Background: an optimization exercise with open tools, aiming at small area. Do not read the settings as production practice. Only simulation tests tie the RTL to the original design; equivalence was not proved. Power and IR drop assume default switching activity.

## flow/design.v (module list and top-level ports; edited modules follow where they fit)
// module PE: 460 lines
// module PE_F: 484 lines
// module ENC: 18 lines
// module BENC: 12 lines
// module BSEL: 9 lines
// module XR: 3 lines
// module XNR: 3 lines
// module ND: 3 lines
// module NR: 3 lines
// module AN: 3 lines
// module AO: 3 lines
// module HA: 4 lines
// module FA: 4 lines
// module PE_array: 109 lines
// module MS: 9 lines
module PE_array #(
    parameter DATA_WIDTH    = 16 ,
    parameter SYSTOLIC_SIZE = 8
) (
    input                                       clk          ,
    input                                       rst_n        ,
    input                                       reset_pe     ,
    input                                       write_out_en ,
    input  [SYSTOLIC_SIZE * DATA_WIDTH - 1 : 0] wgt_in       ,
    input  [SYSTOLIC_SIZE * DATA_WIDTH - 1 : 0] ifm_in       ,
    output [SYSTOLIC_SIZE * DATA_WIDTH - 1 : 0] ofm_out
);
  // ...
==> flow/run.sh <==
#!/bin/bash
# synth_recipe.tcl (not shown) runs the flow's synth.tcl, then flattens the netlist and writes it again
# the make line also repeats each setting of config.mk as NAME=value (left out here)
make -C /OpenROAD-flow-scripts/flow DESIGN_CONFIG=/design/flow/config.mk WORK_HOME=/design/flow/orfs CLKGATE_MAP_FILE= SYNTH_SCRIPT=/design/flow/synth_recipe.tcl finish
==> flow/config.mk <==
export PLATFORM = sky130hd
export DESIGN_NAME = PE_array
export DESIGN_NICKNAME = PE_array
export VERILOG_FILES = /design/flow/design.v
export SDC_FILE = /design/flow/constraint.sdc
export NUM_CORES = 4
export LEC_CHECK = 0
export CAP_MARGIN = 20
export CORE_MARGIN = 2
export CORE_UTILIZATION = 55
export SLEW_MARGIN = 20
export SYNTH_HIERARCHICAL = 1
export SYNTH_MINIMUM_KEEP_SIZE = 0
==> flow/constraint.sdc <==
create_clock -name core_clock -period 8.0 [get_ports {clk}]
set_input_delay 1.6000 -clock core_clock [delete_from_list [all_inputs] [get_ports {clk}]]
set_output_delay 1.6000 -clock core_clock [all_outputs]
set_load 0.01 [all_outputs]
==> metrics.cfg, run 1 <==
[outcome]
status = timing/DRC/antenna clean

[min_path]
min_path_cells = 0
hold_end = row[3].col[1].right[15]$_DFF_P_

[timing]
setup-violations-final = 0
maxSlewViolCount = 0
hold_viol = 0
period_share = 0.931

[worst_setup_path]
startpoint_type = register
required_ns = 8.92
arrival_ns = 8.36
cp_num_buf_inv = 0
ff2ff_path_depth = 18
path_max_fanout = 7

[drt]
wire_per_inst_um = 26.8

[global_routing]
met2_usage = 0.537
grt_util_met3 = 0.0359
grt.busiest_layer = met2
antenna_found_initial = 17
grt.overflow.total = 0

[layout]
fin_util = 0.620
buffer_area_frac = 0.0395
layout_common_cells = xor2_1 (5808), dfxtp_1 (4144), o22ai_1 (4096)
multi_input_area_um2 = 178000
finalInstanceArea_um2 = 301000
filler_cell_count = 39200
layout_top_registers = row.col.bottom x1344, row.col.acc x1024, row.col.mac x1024

[place]
gp_congestion = 0.919
dpl.cell_count = 29100

[clocking]
post_cts_buffers = 0
cts-htree-levels = 5
ctsHoldBuffers = 0
clock_latency_ns = 1.04

[synth]
synth_common_cells = xor2_1 (5808), dfxtp_1 (4144), o22ai_1 (4096)
syn_inst = 21500
synth-adder-area-share = 0.302
ys.warnings.count = 7

[power_and_ir_drop]
clkPwrFrac = 0.150
power_density_nw_per_um2 = 485
clock_power_mw = 21.9

[floorplan]
dieArea_um2 = 492000
chipWidth_um = 702
pin_count = 388

==> module ENC, before the edit <==
module ENC (
    input  [15:0] a ,
    output [7:0]  one_n ,
    output [7:0]  two_n ,
    output [7:0]  neg
);
    assign one_n[0] = ~a[0] ;
    assign two_n[0] = ~(a[1] & ~a[0]) ;
    genvar r ;
    generate
        for (r = 1; r < 8; r = r + 1) begin : g_digit
            BENC u_enc (.hi(a[2*r+1]), .mid(a[2*r]), .lo(a[2*r-1]), .one_n(one_n[r]), .two_n(two_n[r]));
        end
        for (r = 0; r < 8; r = r + 1) begin : g_neg
            assign neg[r] = a[2*r+1] ;
        end
    endgenerate
endmodule
==> run 2, diff against run 1 <==
==> flow/design.v (replaced) <==
module PE (
    input  [7:0]  one_n ,   
    input  [7:0]  two_n ,   
    input  [7:0]  neg   ,   
    input         negp  ,   
    input  [15:0] bn    ,   
    input  [15:0] acc   ,
    input         clr   ,
    output [15:0] d
);
    wire p1;
    NR u2 (.a(one_n[0]), .b(bn[0]), .y(p1));
    wire x3;
    XR u4 (.a(p1), .b(neg[0]), .y(x3));
    wire p5;
    BSEL u6 (.one_n(one_n[0]), .two_n(two_n[0]), .bn0(bn[1]), .bn1(bn[0]), .sel(p5));
    wire x7;
    XR u8 (.a(p5), .b(neg[0]), .y(x7));
    wire p9;
    BSEL u10 (.one_n(one_n[0]), .two_n(two_n[0]), .bn0(bn[2]), .bn1(bn[1]), .sel(p9));
    wire x11;
    XR u12 (.a(p9), .b(neg[0]), .y(x11));
    wire p13;
    BSEL u14 (.one_n(one_n[0]), .two_n(two_n[0]), .bn0(bn[3]), .bn1(bn[2]), .sel(p13));
    wire x15;
    XR u16 (.a(p13), .b(neg[0]), .y(x15));
    wire p17;
    BSEL u18 (.one_n(one_n[0]), .two_n(two_n[0]), .bn0(bn[4]), .bn1(bn[3]), .sel(p17));
    wire x19;
    XR u20 (.a(p17), .b(neg[0]), .y(x19));
    wire p21;
    BSEL u22 (.one_n(one_n[0]), .two_n(two_n[0]), .bn0(bn[5]), .bn1(bn[4]), .sel(p21));
    wire x23;
    XR u24 (.a(p21), .b(neg[0]), .y(x23));
    wire p25;
    BSEL u26 (.one_n(one_n[0]), .two_n(two_n[0]), .bn0(bn[6]), .bn1(bn[5]), .sel(p25));
    wire x27;
    XR u28 (.a(p25), .b(neg[0]), .y(x27));
    wire p29;
    BSEL u30 (.one_n(one_n[0]), .two_n(two_n[0]), .bn0(bn[7]), .bn1(bn[6]), .sel(p29));
    wire x31;
    XR u32 (.a(p29), .b(neg[0]), .y(x31));
    wire p33;
    BSEL u34 (.one_n(one_n[0]), .two_n(two_n[0]), .bn0(bn[8]), .bn1(bn[7]), .sel(p33));
    wire x35;
    XR u36 (.a(p33), .b(neg[0]), .y(x35));
    wire p37;
    BSEL u38 (.one_n(one_n[0]), .two_n(two_n[0]), .bn0(bn[9]), .bn1(bn[8]), .sel(p37));
    wire x39;
    XR u40 (.a(p37), .b(neg[0]), .y(x39));
    wire p41;
    BSEL u42 (.one_n(one_n[0]), .two_n(two_n[0]), .bn0(bn[10]), .bn1(bn[9]), .sel(p41));
    wire x43;
    XR u44 (.a(p41), .b(neg[0]), .y(x43));
    wire p45;
    BSEL u46 (.one_n(one_n[0]), .two_n(two_n[0]), .bn0(bn[11]), .bn1(bn[10]), .sel(p45));
    wire x47;
    XR u48 (.a(p45), .b(neg[0]), .y(x47));
    wire p49;
    BSEL u50 (.one_n(one_n[0]), .two_n(two_n[0]), .bn0(bn[12]), .bn1(bn[11]), .sel(p49));
    wire x51;
    XR u52 (.a(p49), .b(neg[0]), .y(x51));
    wire p53;
    BSEL u54 (.one_n(one_n[0]), .two_n(two_n[0]), .bn0(bn[13]), .bn1(bn[12]), .sel(p53));
    wire x55;
    XR u56 (.a(p53), .b(neg[0]), .y(x55));
    wire p57;
    BSEL u58 (.one_n(one_n[0]), .two_n(two_n[0]), .bn0(bn[14]), .bn1(bn[13]), .sel(p57));
    wire x59;
    XR u60 (.a(p57), .b(neg[0]), .y(x59));
    wire p61;
    BSEL u62 (.one_n(one_n[0]), .two_n(two_n[0]), .bn0(bn[15]), .bn1(bn[14]), .sel(p61));
    wire p63;
    NR u64 (.a(one_n[1]), .b(bn[0]), .y(p63));
    wire x65;
    XR u66 (.a(p63), .b(neg[1]), .y(x65));
    wire p67;
    BSEL u68 (.one_n(one_n[1]), .two_n(two_n[1]), .bn0(bn[1]), .bn1(bn[0]), .sel(p67));
    wire x69;
    XR u70 (.a(p67), .b(neg[1]), .y(x69));
    wire p71;
    BSEL u72 (.one_n(one_n[1]), .two_n(two_n[1]), .bn0(bn[2]), .bn1(bn[1]), .sel(p71));
    wire x73;
    XR u74 (.a(p71), .b(neg[1]), .y(x73));
    wire p75;
    BSEL u76 (.one_n(one_n[1]), .two_n(two_n[1]), .bn0(bn[3]), .bn1(bn[2]), .sel(p75));
    wire x77;
    XR u78 (.a(p75), .b(neg[1]), .y(x77));
    wire p79;
    BSEL u80 (.one_n(one_n[1]), .two_n(two_n[1]), .bn0(bn[4]), .bn1(bn[3]), .sel(p79));
    wire x81;
    XR u82 (.a(p79), .b(neg[1]), .y(x81));
    wire p83;
    BSEL u84 (.one_n(one_n[1]), .two_n(two_n[1]), .bn0(bn[5]), .bn1(bn[4]), .sel(p83));
    wire x85;
    XR u86 (.a(p83), .b(neg[1]), .y(x85));
    wire p87;
    BSEL u88 (.one_n(one_n[1]), .two_n(two_n[1]), .bn0(bn[6]), .bn1(bn[5]), .sel(p87));
    wire x89;
    XR u90 (.a(p87), .b(neg[1]), .y(x89));
    wire p91;
    BSEL u92 (.one_n(one_n[1]), .two_n(two_n[1]), .bn0(bn[7]), .bn1(bn[6]), .sel(p91));
    wire x93;
    XR u94 (.a(p91), .b(neg[1]), .y(x93));
    wire p95;
    BSEL u96 (.one_n(one_n[1]), .two_n(two_n[1]), .bn0(bn[8]), .bn1(bn[7]), .sel(p95));
    wire x97;
    XR u98 (.a(p95), .b(neg[1]), .y(x97));
    wire p99;
    BSEL u100 (.one_n(one_n[1]), .two_n(two_n[1]), .bn0(bn[9]), .bn1(bn[8]), .sel(p99));
    wire x101;
    XR u102 (.a(p99), .b(neg[1]), .y(x101));
    wire p103;
    BSEL u104 (.one_n(one_n[1]), .two_n(two_n[1]), .bn0(bn[10]), .bn1(bn[9]), .sel(p103));
    wire x105;
    XR u106 (.a(p103), .b(neg[1]), .y(x105));
    wire p107;
    BSEL u108 (.one_n(one_n[1]), .two_n(two_n[1]), .bn0(bn[11]), .bn1(bn[10]), .sel(p107));
    wire x109;
    XR u110 (.a(p107), .b(neg[1]), .y(x109));
    wire p111;
    BSEL u112 (.one_n(one_n[1]), .two_n(two_n[1]), .bn0(bn[12]), .bn1(bn[11]), .sel(p111));
    wire x113;
    XR u114 (.a(p111), .b(neg[1]), .y(x113));
    wire p115;
    BSEL u116 (.one_n(one_n[1]), .two_n(two_n[1]), .bn0(bn[13]), .bn1(bn[12]), .sel(p115));
    wire p117;
    NR u118 (.a(one_n[2]), .b(bn[0]), .y(p117));
    wire x119;
    XR u120 (.a(p117), .b(neg[2]), .y(x119));
    wire p121;
    BSEL u122 (.one_n(one_n[2]), .two_n(two_n[2]), .bn0(bn[1]), .bn1(bn[0]), .sel(p121));
    wire x123;
    XR u124 (.a(p121), .b(neg[2]), .y(x123));
    wire p125;
    BSEL u126 (.one_n(one_n[2]), .two_n(two_n[2]), .bn0(bn[2]), .bn1(bn[1]), .sel(p125));
    wire x127;
    XR u128 (.a(p125), .b(neg[2]), .y(x127));
    wire p129;
    BSEL u130 (.one_n(one_n[2]), .two_n(two_n[2]), .bn0(bn[3]), .bn1(bn[2]), .sel(p129));
    wire x131;
    XR u132 (.a(p129), .b(neg[2]), .y(x131));
    wire p133;
    BSEL u134 (.one_n(one_n[2]), .two_n(two_n[2]), .bn0(bn[4]), .bn1(bn[3]), .sel(p133));
    wire x135;
    XR u136 (.a(p133), .b(neg[2]), .y(x135));
    wire p137;
    BSEL u138 (.one_n(one_n[2]), .two_n(two_n[2]), .bn0(bn[5]), .bn1(bn[4]), .sel(p137));
    wire x139;
    XR u140 (.a(p137), .b(neg[2]), .y(x139));
    wire p141;
    BSEL u142 (.one_n(one_n[2]), .two_n(two_n[2]), .bn0(bn[6]), .bn1(bn[5]), .sel(p141));
    wire x143;
    XR u144 (.a(p141), .b(neg[2]), .y(x143));
    wire p145;
    BSEL u146 (.one_n(one_n[2]), .two_n(two_n[2]), .bn0(bn[7]), .bn1(bn[6]), .sel(p145));
    wire x147;
    XR u148 (.a(p145), .b(neg[2]), .y(x147));
    wire p149;
    BSEL u150 (.one_n(one_n[2]), .two_n(two_n[2]), .bn0(bn[8]), .bn1(bn[7]), .sel(p149));
    wire x151;
    XR u152 (.a(p149), .b(neg[2]), .y(x151));
    wire p153;
    BSEL u154 (.one_n(one_n[2]), .two_n(two_n[2]), .bn0(bn[9]), .bn1(bn[8]), .sel(p153));
    wire x155;
    XR u156 (.a(p153), .b(neg[2]), .y(x155));
    wire p157;
    BSEL u158 (.one_n(one_n[2]), .two_n(two_n[2]), .bn0(bn[10]), .bn1(bn[9]), .sel(p157));
    wire x159;
    XR u160 (.a(p157), .b(neg[2]), .y(x159));
    wire p161;
    BSEL u162 (.one_n(one_n[2]), .two_n(two_n[2]), .bn0(bn[11]), .bn1(bn[10]), .sel(p161));
    wire p163;
    NR u164 (.a(one_n[3]), .b(bn[0]), .y(p163));
    wire x165;
    XR u166 (.a(p163), .b(neg[3]), .y(x165));
    wire p167;
    BSEL u168 (.one_n(one_n[3]), .two_n(two_n[3]), .bn0(bn[1]), .bn1(bn[0]), .sel(p167));
    wire x169;
    XR u170 (.a(p167), .b(neg[3]), .y(x169));
    wire p171;
    BSEL u172 (.one_n(one_n[3]), .two_n(two_n[3]), .bn0(bn[2]), .bn1(bn[1]), .sel(p171));
    wire x173;
    XR u174 (.a(p171), .b(neg[3]), .y(x173));
    wire p175;
    BSEL u176 (.one_n(one_n[3]), .two_n(two_n[3]), .bn0(bn[3]), .bn1(bn[2]), .sel(p175));
    wire x177;
    XR u178 (.a(p175), .b(neg[3]), .y(x177));
    wire p179;
    BSEL u180 (.one_n(one_n[3]), .two_n(two_n[3]), .bn0(bn[4]), .bn1(bn[3]), .sel(p179));
    wire x181;
    XR u182 (.a(p179), .b(neg[3]), .y(x181));
    wire p183;
    BSEL u184 (.one_n(one_n[3]), .two_n(two_n[3]), .bn0(bn[5]), .bn1(bn[4]), .sel(p183));
    wire x185;
    XR u186 (.a(p183), .b(neg[3]), .y(x185));
    wire p187;
    BSEL u188 (.one_n(one_n[3]), .two_n(two_n[3]), .bn0(bn[6]), .bn1(bn[5]), .sel(p187));
    wire x189;
    XR u190 (.a(p187), .b(neg[3]), .y(x189));
    wire p191;
    BSEL u192 (.one_n(one_n[3]), .two_n(two_n[3]), .bn0(bn[7]), .bn1(bn[6]), .sel(p191));
    wire x193;
    XR u194 (.a(p191), .b(neg[3]), .y(x193));
    wire p195;
    BSEL u196 (.one_n(one_n[3]), .two_n(two_n[3]), .bn0(bn[8]), .bn1(bn[7]), .sel(p195));
    wire x197;
    XR u198 (.a(p195), .b(neg[3]), .y(x197));
    wire p199;
    BSEL u200 (.one_n(one_n[3]), .two_n(two_n[3]), .bn0(bn[9]), .bn1(bn[8]), .sel(p199));
    wire p201;
    NR u202 (.a(one_n[4]), .b(bn[0]), .y(p201));
    wire x203;
    XR u204 (.a(p201), .b(neg[4]), .y(x203));
    wire p205;
    BSEL u206 (.one_n(one_n[4]), .two_n(two_n[4]), .bn0(bn[1]), .bn1(bn[0]), .sel(p205));
    wire x207;
    XR u208 (.a(p205), .b(neg[4]), .y(x207));
    wire p209;
    BSEL u210 (.one_n(one_n[4]), .two_n(two_n[4]), .bn0(bn[2]), .bn1(bn[1]), .sel(p209));
    wire x211;
    XR u212 (.a(p209), .b(neg[4]), .y(x211));
    wire p213;
    BSEL u214 (.one_n(one_n[4]), .two_n(two_n[4]), .bn0(bn[3]), .bn1(bn[2]), .sel(p213));
    wire x215;
    XR u216 (.a(p213), .b(neg[4]), .y(x215));
    wire p217;
    BSEL u218 (.one_n(one_n[4]), .two_n(two_n[4]), .bn0(bn[4]), .bn1(bn[3]), .sel(p217));
    wire x219;
    XR u220 (.a(p217), .b(neg[4]), .y(x219));
    wire p221;
    BSEL u222 (.one_n(one_n[4]), .two_n(two_n[4]), .bn0(bn[5]), .bn1(bn[4]), .sel(p221));
    wire x223;
    XR u224 (.a(p221), .b(neg[4]), .y(x223));
    wire p225;
    BSEL u226 (.one_n(one_n[4]), .two_n(two_n[4]), .bn0(bn[6]), .bn1(bn[5]), .sel(p225));
    wire x227;
    XR u228 (.a(p225), .b(neg[4]), .y(x227));
    wire p229;
    BSEL u230 (.one_n(one_n[4]), .two_n(two_n[4]), .bn0(bn[7]), .bn1(bn[6]), .sel(p229));
    wire p231;
    NR u232 (.a(one_n[5]), .b(bn[0]), .y(p231));
    wire x233;
    XR u234 (.a(p231), .b(neg[5]), .y(x233));
    wire p235;
    BSEL u236 (.one_n(one_n[5]), .two_n(two_n[5]), .bn0(bn[1]), .bn1(bn[0]), .sel(p235));
    wire x237;
    XR u238 (.a(p235), .b(neg[5]), .y(x237));
    wire p239;
    BSEL u240 (.one_n(one_n[5]), .two_n(two_n[5]), .bn0(bn[2]), .bn1(bn[1]), .sel(p239));
    wire x241;
    XR u242 (.a(p239), .b(neg[5]), .y(x241));
    wire p243;
    BSEL u244 (.one_n(one_n[5]), .two_n(two_n[5]), .bn0(bn[3]), .bn1(bn[2]), .sel(p243));
    wire x245;
    XR u246 (.a(p243), .b(neg[5]), .y(x245));
    wire p247;
    BSEL u248 (.one_n(one_n[5]), .two_n(two_n[5]), .bn0(bn[4]), .bn1(bn[3]), .sel(p247));
    wire x249;
    XR u250 (.a(p247), .b(neg[5]), .y(x249));
    wire p251;
    BSEL u252 (.one_n(one_n[5]), .two_n(two_n[5]), .bn0(bn[5]), .bn1(bn[4]), .sel(p251));
    wire p253;
    NR u254 (.a(one_n[6]), .b(bn[0]), .y(p253));
    wire x255;
    XR u256 (.a(p253), .b(neg[6]), .y(x255));
    wire p257;
    BSEL u258 (.one_n(one_n[6]), .two_n(two_n[6]), .bn0(bn[1]), .bn1(bn[0]), .sel(p257));
    wire x259;
    XR u260 (.a(p257), .b(neg[6]), .y(x259));
    wire p261;
    BSEL u262 (.one_n(one_n[6]), .two_n(two_n[6]), .bn0(bn[2]), .bn1(bn[1]), .sel(p261));
    wire x263;
    XR u264 (.a(p261), .b(neg[6]), .y(x263));
    wire p265;
    BSEL u266 (.one_n(one_n[6]), .two_n(two_n[6]), .bn0(bn[3]), .bn1(bn[2]), .sel(p265));
    wire p267;
    NR u268 (.a(one_n[7]), .b(bn[0]), .y(p267));
    wire x269;
    XR u270 (.a(p267), .b(neg[7]), .y(x269));
    wire p271;
    BSEL u272 (.one_n(one_n[7]), .two_n(two_n[7]), .bn0(bn[1]), .bn1(bn[0]), .sel(p271));
    wire s273, c274;
    FA u275 (.a(acc[0]), .b(neg[0]), .c(x3), .s(s273), .co(c274));
    wire s276, c277;
    FA u278 (.a(acc[1]), .b(x7), .c(c274), .s(s276), .co(c277));
    wire s279, c280;
    FA u281 (.a(acc[2]), .b(neg[1]), .c(x11), .s(s279), .co(c280));
    wire s282, c283;
    FA u284 (.a(x65), .b(s279), .c(c277), .s(s282), .co(c283));
    wire s285, c286;
    FA u287 (.a(acc[3]), .b(x15), .c(x69), .s(s285), .co(c286));
    wire s288, c289;
    FA u290 (.a(c280), .b(s285), .c(c283), .s(s288), .co(c289));
    wire s291, c292;
    FA u293 (.a(acc[4]), .b(neg[2]), .c(x119), .s(s291), .co(c292));
    wire s294, c295;
    FA u296 (.a(x19), .b(x73), .c(c286), .s(s294), .co(c295));
    wire s297, c298;
    FA u299 (.a(s291), .b(s294), .c(c289), .s(s297), .co(c298));
    wire s300, c301;
    FA u302 (.a(acc[5]), .b(x123), .c(x23), .s(s300), .co(c301));
    wire s303, c304;
    FA u305 (.a(x77), .b(c292), .c(s300), .s(s303), .co(c304));
    wire s306, c307;
    FA u308 (.a(c295), .b(s303), .c(c298), .s(s306), .co(c307));
    wire s309, c310;
    FA u311 (.a(acc[6]), .b(neg[3]), .c(x127), .s(s309), .co(c310));
    wire s312, c313;
    FA u314 (.a(x165), .b(x27), .c(x81), .s(s312), .co(c313));
    wire s315, c316;
    FA u317 (.a(c301), .b(s309), .c(s312), .s(s315), .co(c316));
    wire s318, c319;
    FA u320 (.a(c304), .b(s315), .c(c307), .s(s318), .co(c319));
    wire s321, c322;
    FA u323 (.a(acc[7]), .b(x131), .c(x169), .s(s321), .co(c322));
    wire s324, c325;
    FA u326 (.a(x31), .b(x85), .c(c310), .s(s324), .co(c325));
    wire s327, c328;
    FA u329 (.a(c313), .b(s321), .c(c316), .s(s327), .co(c328));
    wire s330, c331;
    FA u332 (.a(s324), .b(s327), .c(c319), .s(s330), .co(c331));
    wire s333, c334;
    FA u335 (.a(acc[8]), .b(neg[4]), .c(x135), .s(s333), .co(c334));
    wire s336, c337;
    FA u338 (.a(x173), .b(x203), .c(x35), .s(s336), .co(c337));
    wire s339, c340;
    FA u341 (.a(x89), .b(c322), .c(s333), .s(s339), .co(c340));
    wire s342, c343;
    FA u344 (.a(s336), .b(c325), .c(s339), .s(s342), .co(c343));
    wire s345, c346;
    FA u347 (.a(c328), .b(s342), .c(c331), .s(s345), .co(c346));
    wire s348, c349;
    FA u350 (.a(acc[9]), .b(x139), .c(x177), .s(s348), .co(c349));
    wire s351, c352;
    FA u353 (.a(x207), .b(x39), .c(x93), .s(s351), .co(c352));
    wire s354, c355;
    FA u356 (.a(c334), .b(c337), .c(s348), .s(s354), .co(c355));
    wire s357, c358;
    FA u359 (.a(s351), .b(c340), .c(s354), .s(s357), .co(c358));
    wire s360, c361;
    FA u362 (.a(c343), .b(s357), .c(c346), .s(s360), .co(c361));
    wire s363, c364;
    FA u365 (.a(acc[10]), .b(neg[5]), .c(x143), .s(s363), .co(c364));
    wire s366, c367;
    FA u368 (.a(x181), .b(x211), .c(x233), .s(s366), .co(c367));
    wire s369, c370;
    FA u371 (.a(x43), .b(x97), .c(c349), .s(s369), .co(c370));
    wire s372, c373;
    FA u374 (.a(c352), .b(s363), .c(s366), .s(s372), .co(c373));
    wire s375, c376;
    FA u377 (.a(c355), .b(s369), .c(s372), .s(s375), .co(c376));
    wire s378, c379;
    FA u380 (.a(c358), .b(s375), .c(c361), .s(s378), .co(c379));
    wire s381, c382;
    FA u383 (.a(acc[11]), .b(x101), .c(x147), .s(s381), .co(c382));
    wire s384, c385;
    FA u386 (.a(x185), .b(x215), .c(x237), .s(s384), .co(c385));
    wire s387, c388;
    FA u389 (.a(x47), .b(c364), .c(c367), .s(s387), .co(c388));
    wire s390, c391;
    FA u392 (.a(s381), .b(s384), .c(c370), .s(s390), .co(c391));
    wire s393, c394;
    FA u395 (.a(c373), .b(s387), .c(s390), .s(s393), .co(c394));
    wire x396;
    XR u397 (.a(c376), .b(s393), .y(x396));
    wire g398;
    AN u399 (.a(c376), .b(s393), .y(g398));
    wire x400;
    XR u401 (.a(x396), .b(c379), .y(x400));
    wire c402;
    AO u403 (.a1(x396), .a2(c379), .b(g398), .y(c402));
    wire s404, c405;
    FA u406 (.a(acc[12]), .b(neg[6]), .c(x105), .s(s404), .co(c405));
    wire s407, c408;
    FA u409 (.a(x151), .b(x189), .c(x219), .s(s407), .co(c408));
    wire s410, c411;
    FA u412 (.a(x241), .b(x255), .c(x51), .s(s410), .co(c411));
    wire s413, c414;
    FA u415 (.a(c382), .b(c385), .c(s404), .s(s413), .co(c414));
    wire s416, c417;
    FA u418 (.a(s407), .b(s410), .c(c388), .s(s416), .co(c417));
    wire s419, c420;
    FA u421 (.a(s413), .b(c391), .c(s416), .s(s419), .co(c420));
    wire x422;
    XR u423 (.a(c394), .b(s419), .y(x422));
    wire g424;
    AN u425 (.a(c394), .b(s419), .y(g424));
    wire x426;
    XR u427 (.a(x422), .b(c402), .y(x426));
    wire c428;
    AO u429 (.a1(x422), .a2(c402), .b(g424), .y(c428));
    wire s430, c431;
    FA u432 (.a(acc[13]), .b(x109), .c(x155), .s(s430), .co(c431));
    wire s433, c434;
    FA u435 (.a(x193), .b(x223), .c(x245), .s(s433), .co(c434));
    wire s436, c437;
    FA u438 (.a(x259), .b(x55), .c(c405), .s(s436), .co(c437));
    wire s439, c440;
    FA u441 (.a(c408), .b(c411), .c(s430), .s(s439), .co(c440));
    wire s442, c443;
    FA u444 (.a(s433), .b(c414), .c(s436), .s(s442), .co(c443));
    wire s445, c446;
    FA u447 (.a(s439), .b(c417), .c(s442), .s(s445), .co(c446));
    wire x448;
    XR u449 (.a(c420), .b(s445), .y(x448));
    wire g450;
    AN u451 (.a(c420), .b(s445), .y(g450));
    wire x452;
    XR u453 (.a(x448), .b(c428), .y(x452));
    wire c454;
    AO u455 (.a1(x448), .a2(c428), .b(g450), .y(c454));
    wire s456, c457;
    FA u458 (.a(acc[14]), .b(neg[7]), .c(x113), .s(s456), .co(c457));
    wire s459, c460;
    FA u461 (.a(x159), .b(x197), .c(x227), .s(s459), .co(c460));
    wire s462, c463;
    FA u464 (.a(x249), .b(x263), .c(x269), .s(s462), .co(c463));
    wire s465, c466;
    FA u467 (.a(x59), .b(c431), .c(c434), .s(s465), .co(c466));
    wire s468, c469;
    FA u470 (.a(s456), .b(s459), .c(s462), .s(s468), .co(c469));
    wire s471, c472;
    FA u473 (.a(c437), .b(c440), .c(s465), .s(s471), .co(c472));
    wire s474, c475;
    FA u476 (.a(s468), .b(c443), .c(s471), .s(s474), .co(c475));
    wire x477;
    XR u478 (.a(c446), .b(s474), .y(x477));
    wire g479;
    AN u480 (.a(c446), .b(s474), .y(g479));
    wire x481;
    XR u482 (.a(x477), .b(c454), .y(x481));
    wire c483;
    AO u484 (.a1(x477), .a2(c454), .b(g479), .y(c483));
    wire x485;
    XR u486 (.a(acc[15]), .b(negp), .y(x485));
    wire x487;
    XR u488 (.a(x485), .b(p115), .y(x487));
    wire x489;
    XR u490 (.a(p161), .b(p199), .y(x489));
    wire x491;
    XR u492 (.a(p229), .b(p251), .y(x491));
    wire x493;
    XR u494 (.a(p265), .b(p271), .y(x493));
    wire x495;
    XR u496 (.a(p61), .b(x487), .y(x495));
    wire x497;
    XR u498 (.a(x489), .b(x491), .y(x497));
    wire x499;
    XR u500 (.a(x493), .b(x495), .y(x499));
    wire x501;
    XR u502 (.a(x497), .b(x499), .y(x501));
    wire x503;
    XR u504 (.a(c457), .b(c460), .y(x503));
    wire x505;
    XR u506 (.a(c463), .b(x501), .y(x505));
    wire x507;
    XR u508 (.a(x503), .b(x505), .y(x507));
    wire x509;
    XR u510 (.a(c466), .b(x507), .y(x509));
    wire x511;
    XR u512 (.a(c469), .b(x509), .y(x511));
    wire x513;
    XR u514 (.a(x511), .b(c472), .y(x513));
    wire x515;
    XR u516 (.a(x513), .b(c475), .y(x515));
    wire x517;
    XR u518 (.a(x515), .b(c483), .y(x517));
    wire [15:0] sum = {x517, x481, x452, x426, x400, s378, s360, s345, s330, s318, s306, s297, s288, s282, s276, s273};
    assign d = {16{~clr}} & sum;
endmodule
module PE_F (
    input  [7:0]  one_n ,   
    input  [7:0]  two_n ,   
    input  [7:0]  neg   ,   
    input         negp  ,   
    input  [15:0] bn    ,   
    input  [15:0] acc   ,
    input         clr   ,
    output [15:0] d
);
    wire p1;
    NR u2 (.a(one_n[0]), .b(bn[0]), .y(p1));
    wire x3;
    XR u4 (.a(p1), .b(neg[0]), .y(x3));
    wire p5;
    BSEL u6 (.one_n(one_n[0]), .two_n(two_n[0]), .bn0(bn[1]), .bn1(bn[0]), .sel(p5));
    wire x7;
    XR u8 (.a(p5), .b(neg[0]), .y(x7));
    wire p9;
    BSEL u10 (.one_n(one_n[0]), .two_n(two_n[0]), .bn0(bn[2]), .bn1(bn[1]), .sel(p9));
    wire x11;
    XR u12 (.a(p9), .b(neg[0]), .y(x11));
    wire p13;
    BSEL u14 (.one_n(one_n[0]), .two_n(two_n[0]), .bn0(bn[3]), .bn1(bn[2]), .sel(p13));
    wire x15;
    XR u16 (.a(p13), .b(neg[0]), .y(x15));
    wire p17;
    BSEL u18 (.one_n(one_n[0]), .two_n(two_n[0]), .bn0(bn[4]), .bn1(bn[3]), .sel(p17));
    wire x19;
    XR u20 (.a(p17), .b(neg[0]), .y(x19));
    wire p21;
    BSEL u22 (.one_n(one_n[0]), .two_n(two_n[0]), .bn0(bn[5]), .bn1(bn[4]), .sel(p21));
    wire x23;
    XR u24 (.a(p21), .b(neg[0]), .y(x23));
    wire p25;
    BSEL u26 (.one_n(one_n[0]), .two_n(two_n[0]), .bn0(bn[6]), .bn1(bn[5]), .sel(p25));
    wire x27;
    XR u28 (.a(p25), .b(neg[0]), .y(x27));
    wire p29;
    BSEL u30 (.one_n(one_n[0]), .two_n(two_n[0]), .bn0(bn[7]), .bn1(bn[6]), .sel(p29));
    wire x31;
    XR u32 (.a(p29), .b(neg[0]), .y(x31));
    wire p33;
    BSEL u34 (.one_n(one_n[0]), .two_n(two_n[0]), .bn0(bn[8]), .bn1(bn[7]), .sel(p33));
    wire x35;
    XR u36 (.a(p33), .b(neg[0]), .y(x35));
    wire p37;
    BSEL u38 (.one_n(one_n[0]), .two_n(two_n[0]), .bn0(bn[9]), .bn1(bn[8]), .sel(p37));
    wire x39;
    XR u40 (.a(p37), .b(neg[0]), .y(x39));
    wire p41;
    BSEL u42 (.one_n(one_n[0]), .two_n(two_n[0]), .bn0(bn[10]), .bn1(bn[9]), .sel(p41));
    wire x43;
    XR u44 (.a(p41), .b(neg[0]), .y(x43));
    wire p45;
    BSEL u46 (.one_n(one_n[0]), .two_n(two_n[0]), .bn0(bn[11]), .bn1(bn[10]), .sel(p45));
    wire x47;
    XR u48 (.a(p45), .b(neg[0]), .y(x47));
    wire p49;
    BSEL u50 (.one_n(one_n[0]), .two_n(two_n[0]), .bn0(bn[12]), .bn1(bn[11]), .sel(p49));
    wire x51;
    XR u52 (.a(p49), .b(neg[0]), .y(x51));
    wire p53;
    BSEL u54 (.one_n(one_n[0]), .two_n(two_n[0]), .bn0(bn[13]), .bn1(bn[12]), .sel(p53));
    wire x55;
    XR u56 (.a(p53), .b(neg[0]), .y(x55));
    wire p57;
    BSEL u58 (.one_n(one_n[0]), .two_n(two_n[0]), .bn0(bn[14]), .bn1(bn[13]), .sel(p57));
    wire x59;
    XR u60 (.a(p57), .b(neg[0]), .y(x59));
    wire p61;
    BSEL u62 (.one_n(one_n[0]), .two_n(two_n[0]), .bn0(bn[15]), .bn1(bn[14]), .sel(p61));
    wire p63;
    NR u64 (.a(one_n[1]), .b(bn[0]), .y(p63));
    wire x65;
    XR u66 (.a(p63), .b(neg[1]), .y(x65));
    wire p67;
    BSEL u68 (.one_n(one_n[1]), .two_n(two_n[1]), .bn0(bn[1]), .bn1(bn[0]), .sel(p67));
    wire x69;
    XR u70 (.a(p67), .b(neg[1]), .y(x69));
    wire p71;
    BSEL u72 (.one_n(one_n[1]), .two_n(two_n[1]), .bn0(bn[2]), .bn1(bn[1]), .sel(p71));
    wire x73;
    XR u74 (.a(p71), .b(neg[1]), .y(x73));
    wire p75;
    BSEL u76 (.one_n(one_n[1]), .two_n(two_n[1]), .bn0(bn[3]), .bn1(bn[2]), .sel(p75));
    wire x77;
    XR u78 (.a(p75), .b(neg[1]), .y(x77));
    wire p79;
    BSEL u80 (.one_n(one_n[1]), .two_n(two_n[1]), .bn0(bn[4]), .bn1(bn[3]), .sel(p79));
    wire x81;
    XR u82 (.a(p79), .b(neg[1]), .y(x81));
    wire p83;
    BSEL u84 (.one_n(one_n[1]), .two_n(two_n[1]), .bn0(bn[5]), .bn1(bn[4]), .sel(p83));
    wire x85;
    XR u86 (.a(p83), .b(neg[1]), .y(x85));
    wire p87;
    BSEL u88 (.one_n(one_n[1]), .two_n(two_n[1]), .bn0(bn[6]), .bn1(bn[5]), .sel(p87));
    wire x89;
    XR u90 (.a(p87), .b(neg[1]), .y(x89));
    wire p91;
    BSEL u92 (.one_n(one_n[1]), .two_n(two_n[1]), .bn0(bn[7]), .bn1(bn[6]), .sel(p91));
    wire x93;
    XR u94 (.a(p91), .b(neg[1]), .y(x93));
    wire p95;
    BSEL u96 (.one_n(one_n[1]), .two_n(two_n[1]), .bn0(bn[8]), .bn1(bn[7]), .sel(p95));
    wire x97;
    XR u98 (.a(p95), .b(neg[1]), .y(x97));
    wire p99;
    BSEL u100 (.one_n(one_n[1]), .two_n(two_n[1]), .bn0(bn[9]), .bn1(bn[8]), .sel(p99));
    wire x101;
    XR u102 (.a(p99), .b(neg[1]), .y(x101));
    wire p103;
    BSEL u104 (.one_n(one_n[1]), .two_n(two_n[1]), .bn0(bn[10]), .bn1(bn[9]), .sel(p103));
    wire x105;
    XR u106 (.a(p103), .b(neg[1]), .y(x105));
    wire p107;
    BSEL u108 (.one_n(one_n[1]), .two_n(two_n[1]), .bn0(bn[11]), .bn1(bn[10]), .sel(p107));
    wire x109;
    XR u110 (.a(p107), .b(neg[1]), .y(x109));
    wire p111;
    BSEL u112 (.one_n(one_n[1]), .two_n(two_n[1]), .bn0(bn[12]), .bn1(bn[11]), .sel(p111));
    wire x113;
    XR u114 (.a(p111), .b(neg[1]), .y(x113));
    wire p115;
    BSEL u116 (.one_n(one_n[1]), .two_n(two_n[1]), .bn0(bn[13]), .bn1(bn[12]), .sel(p115));
    wire p117;
    NR u118 (.a(one_n[2]), .b(bn[0]), .y(p117));
    wire x119;
    XR u120 (.a(p117), .b(neg[2]), .y(x119));
    wire p121;
    BSEL u122 (.one_n(one_n[2]), .two_n(two_n[2]), .bn0(bn[1]), .bn1(bn[0]), .sel(p121));
    wire x123;
    XR u124 (.a(p121), .b(neg[2]), .y(x123));
    wire p125;
    BSEL u126 (.one_n(one_n[2]), .two_n(two_n[2]), .bn0(bn[2]), .bn1(bn[1]), .sel(p125));
    wire x127;
    XR u128 (.a(p125), .b(neg[2]), .y(x127));
    wire p129;
    BSEL u130 (.one_n(one_n[2]), .two_n(two_n[2]), .bn0(bn[3]), .bn1(bn[2]), .sel(p129));
    wire x131;
    XR u132 (.a(p129), .b(neg[2]), .y(x131));
    wire p133;
    BSEL u134 (.one_n(one_n[2]), .two_n(two_n[2]), .bn0(bn[4]), .bn1(bn[3]), .sel(p133));
    wire x135;
    XR u136 (.a(p133), .b(neg[2]), .y(x135));
    wire p137;
    BSEL u138 (.one_n(one_n[2]), .two_n(two_n[2]), .bn0(bn[5]), .bn1(bn[4]), .sel(p137));
    wire x139;
    XR u140 (.a(p137), .b(neg[2]), .y(x139));
    wire p141;
    BSEL u142 (.one_n(one_n[2]), .two_n(two_n[2]), .bn0(bn[6]), .bn1(bn[5]), .sel(p141));
    wire x143;
    XR u144 (.a(p141), .b(neg[2]), .y(x143));
    wire p145;
    BSEL u146 (.one_n(one_n[2]), .two_n(two_n[2]), .bn0(bn[7]), .bn1(bn[6]), .sel(p145));
    wire x147;
    XR u148 (.a(p145), .b(neg[2]), .y(x147));
    wire p149;
    BSEL u150 (.one_n(one_n[2]), .two_n(two_n[2]), .bn0(bn[8]), .bn1(bn[7]), .sel(p149));
    wire x151;
    XR u152 (.a(p149), .b(neg[2]), .y(x151));
    wire p153;
    BSEL u154 (.one_n(one_n[2]), .two_n(two_n[2]), .bn0(bn[9]), .bn1(bn[8]), .sel(p153));
    wire x155;
    XR u156 (.a(p153), .b(neg[2]), .y(x155));
    wire p157;
    BSEL u158 (.one_n(one_n[2]), .two_n(two_n[2]), .bn0(bn[10]), .bn1(bn[9]), .sel(p157));
    wire x159;
    XR u160 (.a(p157), .b(neg[2]), .y(x159));
    wire p161;
    BSEL u162 (.one_n(one_n[2]), .two_n(two_n[2]), .bn0(bn[11]), .bn1(bn[10]), .sel(p161));
    wire p163;
    NR u164 (.a(one_n[3]), .b(bn[0]), .y(p163));
    wire x165;
    XR u166 (.a(p163), .b(neg[3]), .y(x165));
    wire p167;
    BSEL u168 (.one_n(one_n[3]), .two_n(two_n[3]), .bn0(bn[1]), .bn1(bn[0]), .sel(p167));
    wire x169;
    XR u170 (.a(p167), .b(neg[3]), .y(x169));
    wire p171;
    BSEL u172 (.one_n(one_n[3]), .two_n(two_n[3]), .bn0(bn[2]), .bn1(bn[1]), .sel(p171));
    wire x173;
    XR u174 (.a(p171), .b(neg[3]), .y(x173));
    wire p175;
    BSEL u176 (.one_n(one_n[3]), .two_n(two_n[3]), .bn0(bn[3]), .bn1(bn[2]), .sel(p175));
    wire x177;
    XR u178 (.a(p175), .b(neg[3]), .y(x177));
    wire p179;
    BSEL u180 (.one_n(one_n[3]), .two_n(two_n[3]), .bn0(bn[4]), .bn1(bn[3]), .sel(p179));
    wire x181;
    XR u182 (.a(p179), .b(neg[3]), .y(x181));
    wire p183;
    BSEL u184 (.one_n(one_n[3]), .two_n(two_n[3]), .bn0(bn[5]), .bn1(bn[4]), .sel(p183));
    wire x185;
    XR u186 (.a(p183), .b(neg[3]), .y(x185));
    wire p187;
    BSEL u188 (.one_n(one_n[3]), .two_n(two_n[3]), .bn0(bn[6]), .bn1(bn[5]), .sel(p187));
    wire x189;
    XR u190 (.a(p187), .b(neg[3]), .y(x189));
    wire p191;
    BSEL u192 (.one_n(one_n[3]), .two_n(two_n[3]), .bn0(bn[7]), .bn1(bn[6]), .sel(p191));
    wire x193;
    XR u194 (.a(p191), .b(neg[3]), .y(x193));
    wire p195;
    BSEL u196 (.one_n(one_n[3]), .two_n(two_n[3]), .bn0(bn[8]), .bn1(bn[7]), .sel(p195));
    wire x197;
    XR u198 (.a(p195), .b(neg[3]), .y(x197));
    wire p199;
    BSEL u200 (.one_n(one_n[3]), .two_n(two_n[3]), .bn0(bn[9]), .bn1(bn[8]), .sel(p199));
    wire p201;
    NR u202 (.a(one_n[4]), .b(bn[0]), .y(p201));
    wire x203;
    XR u204 (.a(p201), .b(neg[4]), .y(x203));
    wire p205;
    BSEL u206 (.one_n(one_n[4]), .two_n(two_n[4]), .bn0(bn[1]), .bn1(bn[0]), .sel(p205));
    wire x207;
    XR u208 (.a(p205), .b(neg[4]), .y(x207));
    wire p209;
    BSEL u210 (.one_n(one_n[4]), .two_n(two_n[4]), .bn0(bn[2]), .bn1(bn[1]), .sel(p209));
    wire x211;
    XR u212 (.a(p209), .b(neg[4]), .y(x211));
    wire p213;
    BSEL u214 (.one_n(one_n[4]), .two_n(two_n[4]), .bn0(bn[3]), .bn1(bn[2]), .sel(p213));
    wire x215;
    XR u216 (.a(p213), .b(neg[4]), .y(x215));
    wire p217;
    BSEL u218 (.one_n(one_n[4]), .two_n(two_n[4]), .bn0(bn[4]), .bn1(bn[3]), .sel(p217));
    wire x219;
    XR u220 (.a(p217), .b(neg[4]), .y(x219));
    wire p221;
    BSEL u222 (.one_n(one_n[4]), .two_n(two_n[4]), .bn0(bn[5]), .bn1(bn[4]), .sel(p221));
    wire x223;
    XR u224 (.a(p221), .b(neg[4]), .y(x223));
    wire p225;
    BSEL u226 (.one_n(one_n[4]), .two_n(two_n[4]), .bn0(bn[6]), .bn1(bn[5]), .sel(p225));
    wire x227;
    XR u228 (.a(p225), .b(neg[4]), .y(x227));
    wire p229;
    BSEL u230 (.one_n(one_n[4]), .two_n(two_n[4]), .bn0(bn[7]), .bn1(bn[6]), .sel(p229));
    wire p231;
    NR u232 (.a(one_n[5]), .b(bn[0]), .y(p231));
    wire x233;
    XR u234 (.a(p231), .b(neg[5]), .y(x233));
    wire p235;
    BSEL u236 (.one_n(one_n[5]), .two_n(two_n[5]), .bn0(bn[1]), .bn1(bn[0]), .sel(p235));
    wire x237;
    XR u238 (.a(p235), .b(neg[5]), .y(x237));
    wire p239;
    BSEL u240 (.one_n(one_n[5]), .two_n(two_n[5]), .bn0(bn[2]), .bn1(bn[1]), .sel(p239));
    wire x241;
    XR u242 (.a(p239), .b(neg[5]), .y(x241));
    wire p243;
    BSEL u244 (.one_n(one_n[5]), .two_n(two_n[5]), .bn0(bn[3]), .bn1(bn[2]), .sel(p243));
    wire x245;
    XR u246 (.a(p243), .b(neg[5]), .y(x245));
    wire p247;
    BSEL u248 (.one_n(one_n[5]), .two_n(two_n[5]), .bn0(bn[4]), .bn1(bn[3]), .sel(p247));
    wire x249;
    XR u250 (.a(p247), .b(neg[5]), .y(x249));
    wire p251;
    BSEL u252 (.one_n(one_n[5]), .two_n(two_n[5]), .bn0(bn[5]), .bn1(bn[4]), .sel(p251));
    wire p253;
    NR u254 (.a(one_n[6]), .b(bn[0]), .y(p253));
    wire x255;
    XR u256 (.a(p253), .b(neg[6]), .y(x255));
    wire p257;
    BSEL u258 (.one_n(one_n[6]), .two_n(two_n[6]), .bn0(bn[1]), .bn1(bn[0]), .sel(p257));
    wire x259;
    XR u260 (.a(p257), .b(neg[6]), .y(x259));
    wire p261;
    BSEL u262 (.one_n(one_n[6]), .two_n(two_n[6]), .bn0(bn[2]), .bn1(bn[1]), .sel(p261));
    wire x263;
    XR u264 (.a(p261), .b(neg[6]), .y(x263));
    wire p265;
    BSEL u266 (.one_n(one_n[6]), .two_n(two_n[6]), .bn0(bn[3]), .bn1(bn[2]), .sel(p265));
    wire p267;
    NR u268 (.a(one_n[7]), .b(bn[0]), .y(p267));
    wire x269;
    XR u270 (.a(p267), .b(neg[7]), .y(x269));
    wire p271;
    BSEL u272 (.one_n(one_n[7]), .two_n(two_n[7]), .bn0(bn[1]), .bn1(bn[0]), .sel(p271));
    wire s273, c274;
    FA u275 (.a(acc[0]), .b(neg[0]), .c(x3), .s(s273), .co(c274));
    wire s276, c277;
    FA u278 (.a(acc[1]), .b(x7), .c(c274), .s(s276), .co(c277));
    wire s279, c280;
    FA u281 (.a(acc[2]), .b(neg[1]), .c(x11), .s(s279), .co(c280));
    wire s282, c283;
    FA u284 (.a(x65), .b(s279), .c(c277), .s(s282), .co(c283));
    wire s285, c286;
    FA u287 (.a(acc[3]), .b(x15), .c(x69), .s(s285), .co(c286));
    wire s288, c289;
    FA u290 (.a(c280), .b(s285), .c(c283), .s(s288), .co(c289));
    wire s291, c292;
    FA u293 (.a(acc[4]), .b(neg[2]), .c(x119), .s(s291), .co(c292));
    wire s294, c295;
    FA u296 (.a(x19), .b(x73), .c(c286), .s(s294), .co(c295));
    wire s297, c298;
    FA u299 (.a(s291), .b(s294), .c(c289), .s(s297), .co(c298));
    wire s300, c301;
    FA u302 (.a(acc[5]), .b(x123), .c(x23), .s(s300), .co(c301));
    wire s303, c304;
    FA u305 (.a(x77), .b(c292), .c(s300), .s(s303), .co(c304));
    wire s306, c307;
    FA u308 (.a(c295), .b(s303), .c(c298), .s(s306), .co(c307));
    wire s309, c310;
    FA u311 (.a(acc[6]), .b(neg[3]), .c(x127), .s(s309), .co(c310));
    wire s312, c313;
    FA u314 (.a(x165), .b(x27), .c(x81), .s(s312), .co(c313));
    wire s315, c316;
    FA u317 (.a(c301), .b(s309), .c(s312), .s(s315), .co(c316));
    wire s318, c319;
    FA u320 (.a(c304), .b(s315), .c(c307), .s(s318), .co(c319));
    wire s321, c322;
    FA u323 (.a(acc[7]), .b(x131), .c(x169), .s(s321), .co(c322));
    wire s324, c325;
    FA u326 (.a(x31), .b(x85), .c(c310), .s(s324), .co(c325));
    wire s327, c328;
    FA u329 (.a(c313), .b(s321), .c(c316), .s(s327), .co(c328));
    wire s330, c331;
    FA u332 (.a(s324), .b(s327), .c(c319), .s(s330), .co(c331));
    wire s333, c334;
    FA u335 (.a(acc[8]), .b(neg[4]), .c(x135), .s(s333), .co(c334));
    wire s336, c337;
    FA u338 (.a(x173), .b(x203), .c(x35), .s(s336), .co(c337));
    wire s339, c340;
    FA u341 (.a(x89), .b(c322), .c(s333), .s(s339), .co(c340));
    wire s342, c343;
    FA u344 (.a(s336), .b(c325), .c(s339), .s(s342), .co(c343));
    wire x345;
    XR u346 (.a(c328), .b(s342), .y(x345));
    wire g347;
    AN u348 (.a(c328), .b(s342), .y(g347));
    wire x349;
    XR u350 (.a(x345), .b(c331), .y(x349));
    wire c351;
    AO u352 (.a1(x345), .a2(c331), .b(g347), .y(c351));
    wire s353, c354;
    FA u355 (.a(acc[9]), .b(x139), .c(x177), .s(s353), .co(c354));
    wire s356, c357;
    FA u358 (.a(x207), .b(x39), .c(x93), .s(s356), .co(c357));
    wire s359, c360;
    FA u361 (.a(c334), .b(c337), .c(s353), .s(s359), .co(c360));
    wire s362, c363;
    FA u364 (.a(s356), .b(c340), .c(s359), .s(s362), .co(c363));
    wire x365;
    XR u366 (.a(c343), .b(s362), .y(x365));
    wire g367;
    AN u368 (.a(c343), .b(s362), .y(g367));
    wire x369;
    XR u370 (.a(x365), .b(c351), .y(x369));
    wire c371;
    AO u372 (.a1(x365), .a2(c351), .b(g367), .y(c371));
    wire s373, c374;
    FA u375 (.a(acc[10]), .b(neg[5]), .c(x143), .s(s373), .co(c374));
    wire s376, c377;
    FA u378 (.a(x181), .b(x211), .c(x233), .s(s376), .co(c377));
    wire s379, c380;
    FA u381 (.a(x43), .b(x97), .c(c354), .s(s379), .co(c380));
    wire s382, c383;
    FA u384 (.a(c357), .b(s373), .c(s376), .s(s382), .co(c383));
    wire s385, c386;
    FA u387 (.a(c360), .b(s379), .c(s382), .s(s385), .co(c386));
    wire x388;
    XR u389 (.a(c363), .b(s385), .y(x388));
    wire g390;
    AN u391 (.a(c363), .b(s385), .y(g390));
    wire x392;
    XR u393 (.a(x388), .b(c371), .y(x392));
    wire c394;
    AO u395 (.a1(x388), .a2(c371), .b(g390), .y(c394));
    wire s396, c397;
    FA u398 (.a(acc[11]), .b(x101), .c(x147), .s(s396), .co(c397));
    wire s399, c400;
    FA u401 (.a(x185), .b(x215), .c(x237), .s(s399), .co(c400));
    wire s402, c403;
    FA u404 (.a(x47), .b(c374), .c(c377), .s(s402), .co(c403));
    wire s405, c406;
    FA u407 (.a(s396), .b(s399), .c(c380), .s(s405), .co(c406));
    wire s408, c409;
    FA u410 (.a(c383), .b(s402), .c(s405), .s(s408), .co(c409));
    wire x411;
    XR u412 (.a(c386), .b(s408), .y(x411));
    wire g413;
    AN u414 (.a(c386), .b(s408), .y(g413));
    wire x415;
    XR u416 (.a(x411), .b(c394), .y(x415));
    wire c417;
    AO u418 (.a1(x411), .a2(c394), .b(g413), .y(c417));
    wire s419, c420;
    FA u421 (.a(acc[12]), .b(neg[6]), .c(x105), .s(s419), .co(c420));
    wire s422, c423;
    FA u424 (.a(x151), .b(x189), .c(x219), .s(s422), .co(c423));
    wire s425, c426;
    FA u427 (.a(x241), .b(x255), .c(x51), .s(s425), .co(c426));
    wire s428, c429;
    FA u430 (.a(c397), .b(c400), .c(s419), .s(s428), .co(c429));
    wire s431, c432;
    FA u433 (.a(s422), .b(s425), .c(c403), .s(s431), .co(c432));
    wire s434, c435;
    FA u436 (.a(s428), .b(c406), .c(s431), .s(s434), .co(c435));
    wire x437;
    XR u438 (.a(c409), .b(s434), .y(x437));
    wire g439;
    AN u440 (.a(c409), .b(s434), .y(g439));
    wire x441;
    XR u442 (.a(x437), .b(c417), .y(x441));
    wire c443;
    AO u444 (.a1(x437), .a2(c417), .b(g439), .y(c443));
    wire s445, c446;
    FA u447 (.a(acc[13]), .b(x109), .c(x155), .s(s445), .co(c446));
    wire s448, c449;
    FA u450 (.a(x193), .b(x223), .c(x245), .s(s448), .co(c449));
    wire s451, c452;
    FA u453 (.a(x259), .b(x55), .c(c420), .s(s451), .co(c452));
    wire s454, c455;
    FA u456 (.a(c423), .b(c426), .c(s445), .s(s454), .co(c455));
    wire s457, c458;
    FA u459 (.a(s448), .b(c429), .c(s451), .s(s457), .co(c458));
    wire s460, c461;
    FA u462 (.a(s454), .b(c432), .c(s457), .s(s460), .co(c461));
    wire x463;
    XR u464 (.a(c435), .b(s460), .y(x463));
    wire g465;
    AN u466 (.a(c435), .b(s460), .y(g465));
    wire x467;
    XR u468 (.a(x463), .b(c443), .y(x467));
    wire c469;
    AO u470 (.a1(x463), .a2(c443), .b(g465), .y(c469));
    wire s471, c472;
    FA u473 (.a(acc[14]), .b(neg[7]), .c(x113), .s(s471), .co(c472));
    wire s474, c475;
    FA u476 (.a(x159), .b(x197), .c(x227), .s(s474), .co(c475));
    wire s477, c478;
    FA u479 (.a(x249), .b(x263), .c(x269), .s(s477), .co(c478));
    wire s480, c481;
    FA u482 (.a(x59), .b(c446), .c(c449), .s(s480), .co(c481));
    wire s483, c484;
    FA u485 (.a(s471), .b(s474), .c(s477), .s(s483), .co(c484));
    wire s486, c487;
    FA u488 (.a(c452), .b(c455), .c(s480), .s(s486), .co(c487));
    wire s489, c490;
    FA u491 (.a(s483), .b(c458), .c(s486), .s(s489), .co(c490));
    wire x492;
    XR u493 (.a(c461), .b(s489), .y(x492));
    wire g494;
    AN u495 (.a(c461), .b(s489), .y(g494));
    wire x496;
    XR u497 (.a(x492), .b(c469), .y(x496));
    wire c498;
    AO u499 (.a1(x492), .a2(c469), .b(g494), .y(c498));
    wire x500;
    XR u501 (.a(acc[15]), .b(negp), .y(x500));
    wire x502;
    XR u503 (.a(x500), .b(p115), .y(x502));
    wire x504;
    XR u505 (.a(p161), .b(p199), .y(x504));
    wire x506;
    XR u507 (.a(p229), .b(p251), .y(x506));
    wire x508;
    XR u509 (.a(p265), .b(p271), .y(x508));
    wire x510;
    XR u511 (.a(p61), .b(x502), .y(x510));
    wire x512;
    XR u513 (.a(x504), .b(x506), .y(x512));
    wire x514;
    XR u515 (.a(x508), .b(x510), .y(x514));
    wire x516;
    XR u517 (.a(x512), .b(x514), .y(x516));
    wire x518;
    XR u519 (.a(c472), .b(c475), .y(x518));
    wire x520;
    XR u521 (.a(c478), .b(x516), .y(x520));
    wire x522;
    XR u523 (.a(x518), .b(x520), .y(x522));
    wire x524;
    XR u525 (.a(c481), .b(x522), .y(x524));
    wire x526;
    XR u527 (.a(c484), .b(x524), .y(x526));
    wire x528;
    XR u529 (.a(x526), .b(c487), .y(x528));
    wire x530;
    XR u531 (.a(x528), .b(c490), .y(x530));
    wire x532;
    XR u533 (.a(x530), .b(c498), .y(x532));
    wire [15:0] sum = {x532, x496, x467, x441, x415, x392, x369, x349, s330, s318, s306, s297, s288, s282, s276, s273};
    assign d = {16{~clr}} & sum;
endmodule
module ENC (
    input  [15:0] a ,
    output [7:0]  one_n ,
    output [7:0]  two_n ,
    output [7:0]  neg ,
    output        negp    
);
    assign one_n[0] = ~a[0] ;
    assign two_n[0] = ~(a[1] & ~a[0]) ;
    genvar r ;
    generate
        for (r = 1; r < 8; r = r + 1) begin : g_digit
            BENC u_enc (.hi(a[2*r+1]), .mid(a[2*r]), .lo(a[2*r-1]), .one_n(one_n[r]), .two_n(two_n[r]));
        end
        for (r = 0; r < 8; r = r + 1) begin : g_neg
            assign neg[r] = a[2*r+1] ;
        end
    endgenerate
    wire [6:0] p ;
    XR u_p0 (.a(a[1]),  .b(a[3]),  .y(p[0]));
    XR u_p1 (.a(a[5]),  .b(a[7]),  .y(p[1]));
    XR u_p2 (.a(a[9]),  .b(a[11]), .y(p[2]));
    XR u_p3 (.a(a[13]), .b(a[15]), .y(p[3]));
    XR u_p4 (.a(p[0]),  .b(p[1]),  .y(p[4]));
    XR u_p5 (.a(p[2]),  .b(p[3]),  .y(p[5]));
    XR u_p6 (.a(p[4]),  .b(p[5]),  .y(negp));
endmodule
module BENC (
    input  hi ,
    input  mid ,
    input  lo ,
    output one_n ,
    output two_n
);
    wire d ;
    XNR u_one (.a(mid), .b(lo), .y(one_n));
    XR  u_d   (.a(hi), .b(mid), .y(d));
    ND  u_two (.a(d), .b(one_n), .y(two_n));
endmodule
module BSEL (
    input  one_n ,
    input  two_n ,
    input  bn0 ,    
    input  bn1 ,    
    output sel
);
    assign sel = ~((one_n | bn0) & (two_n | bn1)) ;
endmodule
module XR (input a, input b, output y);
    assign y = a ^ b ;
endmodule
module XNR (input a, input b, output y);
    assign y = ~(a ^ b) ;
endmodule
module ND (input a, input b, output y);
    assign y = ~(a & b) ;
endmodule
module NR (input a, input b, output y);
    assign y = ~(a | b) ;
endmodule
module AN (input a, input b, output y);
    assign y = a & b ;
endmodule
module AO (input a1, input a2, input b, output y);
    assign y = (a1 & a2) | b ;
endmodule
module HA (input a, input b, output s, output co);
    assign s  = a ^ b ;
    assign co = a & b ;
endmodule
module FA (input a, input b, input c, output s, output co);
    assign s  = a ^ b ^ c ;
    assign co = (a & b) | (a & c) | (b & c) ;
endmodule
module PE_array #(
    parameter DATA_WIDTH    = 16 ,
    parameter SYSTOLIC_SIZE = 8
) (
    input                                       clk          ,
    input                                       rst_n        ,
    input                                       reset_pe     ,
    input                                       write_out_en ,
    input  [SYSTOLIC_SIZE * DATA_WIDTH - 1 : 0] wgt_in       ,
    input  [SYSTOLIC_SIZE * DATA_WIDTH - 1 : 0] ifm_in       ,
    output [SYSTOLIC_SIZE * DATA_WIDTH - 1 : 0] ofm_out
);
    localparam S  = SYSTOLIC_SIZE ;
    localparam DW = DATA_WIDTH ;
    reg  [2 : 0]     cnt ;
    reg  [S - 1 : 1] mac_ok ;
    wire             acc_ok = (cnt != 3'd0) ;
    always @(posedge clk or negedge rst_n) begin
        if (!rst_n) begin
            cnt    <= 3'd0 ;
            mac_ok <= {(S - 1){1'b0}} ;
        end
        else begin
            if (cnt != 3'd7) cnt <= cnt + 3'd1 ;
            mac_ok <= write_out_en ? {1'b1, mac_ok[S - 1 : 2]} : {(S - 1){acc_ok}} ;
        end
    end
    wire [S - 1 : 0] clr_m ;
    genvar i, j, k;
    generate
        for (i = 0; i < S; i = i + 1) begin : g_clr
            assign clr_m[i] = reset_pe | (cnt < i) ;
        end
    endgenerate
    wire sel_mac  = write_out_en ;
    wire sel_acc  = ~write_out_en ;
    wire sel_mac0 = write_out_en & mac_ok[1] ;
    wire sel_acc0 = ~write_out_en & acc_ok ;
    localparam EW = 25 ;   
    wire [S * S * EW - 1 : 0] bottom_q ;
    wire [S * S * DW - 1 : 0] right_q  ;
    wire [S * S * DW - 1 : 0] mac_q    ;
    generate
        for (i = 0; i < S; i = i + 1) begin : row
            for (j = 0; j < S; j = j + 1) begin : col
                reg  [EW - 1 : 0] bottom ;
                reg  [DW - 1 : 0] right ;
                reg  [DW - 1 : 0] acc ;
                reg  [DW - 1 : 0] mac ;
                wire [DW - 1 : 0] acc_d ;
                wire [DW - 1 : 0] mac_d ;
                wire [EW - 1 : 0] enc ;
                if (i == 0) begin : g_enc
                    ENC u_enc (.a (wgt_in[j*DW +: DW]), .one_n (enc[7:0]), .two_n (enc[15:8]), .neg (enc[23:16]), .negp (enc[24]));
                end else begin : g_enc_q
                    assign enc = bottom_q[((i-1)*S + j)*EW +: EW] ;
                end
                wire [DW - 1 : 0] bn     = (j == 0)     ? ~ifm_in[i*DW +: DW] : right_q[(i*S + j-1)*DW +: DW] ;
                assign bottom_q[(i*S + j)*EW +: EW] = bottom ;
                assign right_q[(i*S + j)*DW +: DW]  = right ;
                assign mac_q[(i*S + j)*DW +: DW]    = mac ;
                if (i == 0 || j == 0) begin : g_fast
                    PE_F pe_inst (.one_n (enc[7:0]), .two_n (enc[15:8]), .neg (enc[23:16]), .negp (enc[24]), .bn (bn), .acc (acc), .clr (clr_m[(i > j) ? i : j]), .d (acc_d));
                end else begin : g_pe
                    PE   pe_inst (.one_n (enc[7:0]), .two_n (enc[15:8]), .neg (enc[23:16]), .negp (enc[24]), .bn (bn), .acc (acc), .clr (clr_m[(i > j) ? i : j]), .d (acc_d));
                end
                if (j == S - 1) begin : g_sel_last
                    assign mac_d = {DW{sel_acc}} & acc ;
                end else begin : g_sel
                    wire [DW - 1 : 0] mac_in = mac_q[(i*S + j+1)*DW +: DW] ;
                    for (k = 0; k < DW; k = k + 1) begin : g_bit
                        MS u_ms (
                            .s1 ( (j == 0) ? sel_mac0 : sel_mac ) ,
                            .a1 ( mac_in[k] ) ,
                            .s2 ( (j == 0) ? sel_acc0 : sel_acc ) ,
                            .a2 ( acc[k] ) ,
                            .y  ( mac_d[k] )
                        );
                    end
                end
                always @(posedge clk) begin
                    bottom <= enc ;
                    right  <= bn ;
                end
                if (i == 0 && j == 0) begin : g_acc_rst
                    always @(posedge clk or negedge rst_n)
                        if (!rst_n) acc <= {DW{1'b0}} ;
                        else        acc <= acc_d ;
                end else begin : g_acc
                    always @(posedge clk)
                        acc <= acc_d ;
                end
                if (j == 0) begin : g_mac_rst
                    always @(posedge clk or negedge rst_n)
                        if (!rst_n) mac <= {DW{1'b0}} ;
                        else        mac <= mac_d ;
                end else begin : g_mac
                    always @(posedge clk)
                        mac <= mac_d ;
                end
            end
        end
    endgenerate
    generate
        for (i = 0; i < S; i = i + 1) begin : ofm
            assign ofm_out[i*DW +: DW] = mac_q[i*S*DW +: DW] ;
        end
    endgenerate
endmodule
module MS (
    input  s1 ,
    input  a1 ,
    input  s2 ,
    input  a2 ,
    output y
);
    assign y = (s1 & a1) | (s2 & a2) ;
endmodule
==> flow/config.mk (replaced) <==
export PLATFORM = sky130hd
export DESIGN_NAME = PE_array
export DESIGN_NICKNAME = PE_array
export VERILOG_FILES = /design/flow/design.v
export SDC_FILE = /design/flow/constraint.sdc
export NUM_CORES = 4
export LEC_CHECK = 0
export CAP_MARGIN = 20
export CORE_MARGIN = 2
export CORE_UTILIZATION = 55
export CTS_CLUSTER_DIAMETER = 100
export CTS_CLUSTER_SIZE = 24
export GPL_TIMING_DRIVEN = 0
export SLEW_MARGIN = 20
export SYNTH_HIERARCHICAL = 1
export SYNTH_MINIMUM_KEEP_SIZE = 0
==> run 2 against run 1 <==
  * Still clean on timing, DRC and antenna
  * Power rose by 1.5%
  * First-iteration DRC count shrank 3.7%
  * Non-clock buffer count shrank 690
  * Critical endpoint is now row[0].col[1].acc[15]$_DFF_P_
==> metrics.cfg, run 2 <==
[outcome]
status = timing/DRC/antenna clean

[layout]
stdcell_count = 29100
nets = 26600
layout_common_cells = xor2_1 (5898), dfxtp_1 (4200), o22ai_1 (4096)
layout_top_registers = row.col.bottom x1400, row.col.acc x1024, row.col.mac x1024
fin_util = 0.594  ; -0.0259

[floorplan]
pin_count = 388  ; unchanged
chipWidth_um = 702  ; about the same
dieArea_um2 = 493000  ; +0.15%

[drt]
routed.top_layer = met5
firstDrtPassIters = 8
wire_per_inst_um = 27.0  ; +0.55%
initialDrtViolationCount = 15800
wl_mm = 785
wl_met2_mm = 385

[synth]
yosysMostFrequentCell = xor2_1
ys_seq_area_frac = 0.328
synthArstFlopShare = 0.0354
synth-adder-area-share = 0.284  ; -0.0184
synth_compound_area_frac = 0.134
syn-cell-area_um2 = 268000
synth-xor-area-share = 0.195
synth_top_area_frac = 0.314
syn_avg_cell_area_um2 = 12.3
ys.warnings.count = 7  ; unchanged
syn_nets = 25900
syn_inst = 21900  ; +1.8%
synthMuxAreaShare = 0.0000840
synth_common_cells = xor2_1 (5898), dfxtp_1 (4200), o22ai_1 (4096)
ys_top_cells_by_area = dfxtp_1 (31%), fa_1 (28%), xor2_1 (19%)
synth.largest_area_cell = dfxtp_1
synth_top_family_by_area = adder cells
synth_cell_type_count = 30
synth-simple-area-share = 0.0500

[global_routing]
antenna_found_initial = 25  ; +8
grt_max_degree = 127
track_usage = 0.316
grt.overflow.total = 0  ; unchanged
grt_pass1_vias = 188000

[timing]
worstMarginPinSlew_ns = 1.23
fin_hold_ws_ns = 0.356
hold_viol = 0  ; unchanged
slew_headroom = 0.176
tns_ns = 0
maxSlewViolCount = 0  ; unchanged
finalCriticalPeriod_ns = 7.33
setup-violations-final = 0  ; unchanged
period_share = 0.917  ; -0.0144

[worst_setup_path]
worstSetupEndpointType = register
path_max_fanout = 16  ; +9
required_ns = 8.89  ; -0.03 ns
startpoint_type = primary input
arrival_ns = 8.22  ; -0.14 ns
ff2ff_path_depth = 18  ; unchanged
path_class = in -> reg
worstSetupStartpoint = wgt_in[17]
crit_top_cell = a21o_1

[clocking]
clockRootBuffer = clkbuf_16
ctsHoldBuffers = 0  ; unchanged
clock_latency_ns = 1.02  ; -0.02 ns
cts_made_buffers = 225
clk_path_buf_depth = 4
post_cts_buffers = 0  ; unchanged
cts-htree-levels = 4  ; -1
tritoncts = built

[min_path]
min_path_cells = 0  ; unchanged
min_path_type = reg -> reg
hold_end = row[6].col[2].bottom[15]$_DFF_P_

[place]
dpl.cell_count = 28800  ; -1.0%
gp_congestion = 0.903  ; -1.7%

[power_and_ir_drop]
power_density_nw_per_um2 = 513  ; +5.9%

run 2: changes by cell type after synthesis, sizes merged:
cell	change
xor2	+90
a21o	+241
fa	-241
dfxtp	+56
and2	+241
run 2: per-stage QoR:
step           power, mW  area [um2]
2_1_floorplan        114      268000
3_3_place_gp         133      280000
3_5_place_dp         135      282000
4_1_cts              149      289000
5_1_grt              163      289000
6_report             148      289000
run 2: cells by family after synthesis:
kind of cell | after synthesis
adder cells (fa/ha/maj) | 3798
buffers and inverters | 419
AO/OA/AOI/OAI | 5304
multiplexers | 2
XOR/XNOR | 5955
flip-flops | 4354
AND/OR/NAND/NOR | 2035
run 2: worst max-delay path, delay by kind of cell:
family          cells  cell delay (ns)
compound gates      8             1.69
xor+xnor            3             1.15
fa+ha+maj           6             2.45
buf+inv             1             0.54
simple gates        2             0.79
run 2: layout make-up:
cell class / count / area, um2
Fill cell: 40100 / 197000
Tap cell: 6450 / 8070
Sequential cell: 4354 / 87900
Buffer: 271 / 2250
Clock inverter: 65 / 952
Inverter: 148 / 562
Multi-Input combinational cell: 17100 / 178000
Antenna cell: 17 / 42.5
Timing Repair Buffer: 456 / 5360
Clock buffer: 260 / 5960
run 2: power breakdown:
group	switching (mW)	total, mW	internal, mW
clock network	7.54	13.3	5.76
registers	6.30	33.9	27.6
logic	48.0	101	53.1
run 2: worst max path at each step:
stage / slack (ns) / depth (start not counted) / to
2_1_floorplan: -1.63 / 4 / row[0].col[1].mac[0]$_DFF_P_
3_3_place_gp: -40.19 / 5 / row[0].col[1].mac[14]$_DFF_P_
3_5_place_dp: -0.24 / 20 / row[0].col[1].acc[15]$_DFF_P_
4_1_cts: 0.85 / 20 / row[0].col[1].acc[15]$_DFF_P_
5_1_grt: 0.47 / 20 / row[0].col[1].acc[15]$_DFF_P_
6_report: 0.67 / 20 / row[0].col[1].acc[15]$_DFF_P_
run 2: routing by layer:
layer | vias to the layer above | global-route usage
met1 | 92100 | 0.427
met2 | 7136 | 0.530
met5 | - | 0
li1 | 77600 | -
met3 | 1394 | 0.0295
met4 | 4 | 0.120
run 2: Yosys stat by module, one instance, submodules excluded, excerpt:
module	flip-flops and latches	area, um2	cells inside
MS	0	8.76	1
FA	0	20.0	1
ENC	0	70.1	10
PE_F	0	144	17
ND	0	3.75	1
BSEL	0	6.26	1
PE	0	144	17
XR	0	8.76	1
AN	0	6.26	1
PE_array	4354	90500	4788
AO	0	7.51	1
XNR	0	8.76	1

## separate check: timing with driven ports
Ports are ideal in the flow. The routed layouts listed here were re-timed in OpenROAD. Step 1 (the two cells are an assumption about what drives the block):
set clk [get_ports {clk}]
set_driving_cell -lib_cell sky130_fd_sc_hd__clkbuf_16 $clk
set_driving_cell -lib_cell sky130_fd_sc_hd__buf_2 [delete_from_list [all_inputs] $clk]
Step 2 moves the port delays by t, midway between the first and last clock arrival at a register: inputs arrive t later, outputs are due t later. That takes back most of the time a late clock gives input paths. a / b / c = no drivers / after step 1 / after step 2; a / b = the first two.
| run | shift t [ns] | setup slack, ns | hold slack, ns |
|---|---|---|---|
| run 1 | 1.163 | 0.552 / 0.552 / -0.062 | 0.345 / 0.345 / 0.345 |
| run 2 | 1.121 | 0.668 / 0.771 / -0.350 | 0.356 / 0.356 / 0.356 |
Met with ideal ports but missed after step 2: setup timing in run 1 and run 2. The setup slack of run 2, which loses most, moves by +0.103 ns with the drivers and by -1.018 ns with both steps.
